From an optimization exercise on the open Yosys and OpenROAD flow, aimed at small area and a short achievable clock period; shortcuts taken in it are not production practice.
At most, simulation tests tie the RTL to the original design; equivalence was not proved.
No activity file was given, so power comes from the tool's default toggle rates. The flow treats the clock pin as an ideal source, which a real chip does not have.

== fjord ==
// shaping_v5
module shaping_v5(
inp,shapedout,conf,clk,count,rst
    ,r1,r2);
Size in the first run: roughly 130000 sq um of cells after synthesis.
export LEC_CHECK = 0
export CAP_MARGIN = 20
export CORE_MARGIN = 2
export CORE_UTILIZATION = 55
export CTS_BUF_LIST = sky130_fd_sc_hd__clkbuf_16
export CTS_CLUSTER_DIAMETER = 60
export CTS_CLUSTER_SIZE = 30
export SLEW_MARGIN = 20
create_clock -name core_clock -period 11.0 [get_ports {clk}]
standard.sh (not shown) runs the stock make flow with config.mk's settings and CLKGATE_MAP_FILE= SYNTH_SCRIPT=/design/flow/synth_recipe.tcl, a recipe that flattens the netlist after the stock synthesis.
==> flow/flow/run.sh <==
#!/bin/bash
# Standard synthesis, then the standard layout with a larger setup margin for
# timing repair and no dummy loads in clock tree synthesis (the clock period
# and constraints are unchanged).
set -euo pipefail
bash standard.sh synth > synth.log 2>&1
bash standard.sh SETUP_SLACK_MARGIN=7.6 \
  "CTS_ARGS=-sink_clustering_enable -repair_clock_nets -sink_clustering_size 30 -sink_clustering_max_diameter 60 -buf_list sky130_fd_sc_hd__clkbuf_16 -dont_use_dummy_load" \
  finish > layout.log 2>&1
The inputs of zinc differ from those of fjord as listed below.
- a change of CTS_CLUSTER_DIAMETER from 60 to 110
diff --git a/flow/flow/run.sh b/flow/flow/run.sh
--- a/flow/flow/run.sh
+++ b/flow/flow/run.sh
@@ -8 +8 @@
-  "CTS_ARGS=-sink_clustering_enable -repair_clock_nets -sink_clustering_size 30 -sink_clustering_max_diameter 60 -buf_list sky130_fd_sc_hd__clkbuf_16 -dont_use_dummy_load" \
+  "CTS_ARGS=-sink_clustering_enable -repair_clock_nets -sink_clustering_size 30 -sink_clustering_max_diameter 110 -buf_list sky130_fd_sc_hd__clkbuf_16 -dont_use_dummy_load" \
## What came out
On first-pass GRT wire length, fjord and zinc are basically level.
The count of buffering cells on the critical path with inverters included of zinc falls short of that of fjord by 1.
Synthesis-to-layout area growth (higher): fjord
zinc vs. fjord: count of clock-net buffers in the final layout dropped 18, sequential share of layout area moved up, clock group share of total power went down, area of combinational cells with multiple inputs moved up.
Min portion of the layout cell area used by clock cells across fjord and zinc: zinc
zinc -> fjord: switching part of the total flat
Per the comparison of zinc with fjord, internal power consumption now sits lower, combinational group share of total power closely matched the old numbers.
[inputs] quartz vs zinc
- CTS_CLUSTER_DIAMETER changed from 110 to 60
==> flow/flow/run.sh <==
#!/bin/bash
# Standard synthesis, then the standard layout with a larger setup margin for
# timing repair (the clock period and constraints are unchanged).
set -euo pipefail
bash standard.sh synth > synth.log 2>&1
bash standard.sh SETUP_SLACK_MARGIN=7.6 finish > layout.log 2>&1
[summary]
- Delta (quartz minus zinc): power of the combinational group climbed about 5%, depth of the CTS H-tree barely changed, total track usage barely changed.
- Across both runs, portion of total power attributed to sequential cells was lower for quartz than for zinc.
No functional check of the RTL was part of any run of this note.

---

## before
shaping_v5, a different RTL version from the one above (not shown whole).
For scale: ~7,500 cells after synthesis, about 5,800 flip-flops.
clock: 11.0 ns
lec_check: 0
cap_margin: 20
core_margin: 2
core_utilization: 55
cts_buf_list: sky130_fd_sc_hd__clkbuf_16
cts_cluster_diameter: 110
cts_cluster_size: 30
slew_margin: 20
==> flow/flow/run.sh <==
#!/bin/bash
# Standard synthesis, then the standard layout with: a larger setup margin
# for timing repair, plain buffers (buf_4) on the ports instead of delay
# cells, and no dummy loads in clock tree synthesis. The clock period and
# constraints are unchanged.
set -euo pipefail
bash standard.sh synth > synth.log 2>&1
bash standard.sh SETUP_SLACK_MARGIN=7.35 \
  "BUFFER_PORTS_ARGS=-buffer_cell sky130_fd_sc_hd__buf_4" \
  "CTS_ARGS=-sink_clustering_enable -repair_clock_nets -sink_clustering_size 30 -sink_clustering_max_diameter 110 -buf_list sky130_fd_sc_hd__clkbuf_16 -dont_use_dummy_load" \
  MATCH_CELL_FOOTPRINT=0 \
  finish > layout.log 2>&1
No stage failed in before, and the final checks on the layout all came back clean.
The following lists how after was set up differently from before:
- CORE_UTILIZATION changed from 55 to 48
--- a/flow/flow/run.sh
+++ b/flow/flow/run.sh
@@ -8 +8 @@
-bash standard.sh SETUP_SLACK_MARGIN=7.35 \
+bash standard.sh SETUP_SLACK_MARGIN=7.6 \
@@ -11 +10,0 @@
-  MATCH_CELL_FOOTPRINT=0 \
Results
after: standard cell core area is about 14% higher than what before reported.
Delta (after minus before): time the final worst path needs with I/O delays and setup +0.029 ns, final routed wire length divided by cell count now sits lower, die area picked up an extra 14%.
Changes observed in after relative to before: via count up 175; post-route standard cell area excluding fillers up 1.3%.
Relative to before, count of clock-buffer cells in the layout has gone up in after.
Diff before..after | unique cell type count in the Yosys netlist | unchanged
Final wirelength for after: 4100 µm up relative to before

port drivers added, routing unchanged:
How much do the figures lean on ideal ports? The routed layouts below were timed once more, with nothing changed but the port constraints.
Step 1, drivers: a clkbuf_16 drives clk and a buf_2 each remaining input, both assumed.
Step 2 adds t to the input delays and takes it off the output delays; t is the mean of the earliest and latest rising clock arrival at the registers after step 1. Input paths then give back, and output paths get back, about the clock's delay inside the block.
a / b / c = no drivers / after step 1 / after step 2; a / b = the first two.
run | t, ns | setup slack, ns | worst setup path at the end | latest minus earliest clock arrival (ns) | worst register clock-pin slew, ns
fjord | 0.898 | 7.169 / 7.200 / 6.302 | input to register | 0.136 / 0.135 | 0.11 / 0.11
zinc | 0.920 | 7.066 / 7.100 / 6.179 | input to register | 0.149 / 0.149 | 0.11 / 0.11
quartz | 0.916 | 7.161 / 7.195 / 6.278 | input to register | 0.088 / 0.087 | 0.11 / 0.11
before | 0.899 | 7.379 / 7.275 / 6.376 | input to register | 0.170 / 0.170 | 0.11 / 0.11
after | 0.905 | 7.350 / 7.294 / 6.389 | input to register | 0.164 / 0.164 | 0.12 / 0.12
After both steps every run listed still meets setup and hold. For before, which loses most, drivers alone change the setup slack by -0.104 ns; drivers and shift together by -1.003 ns.
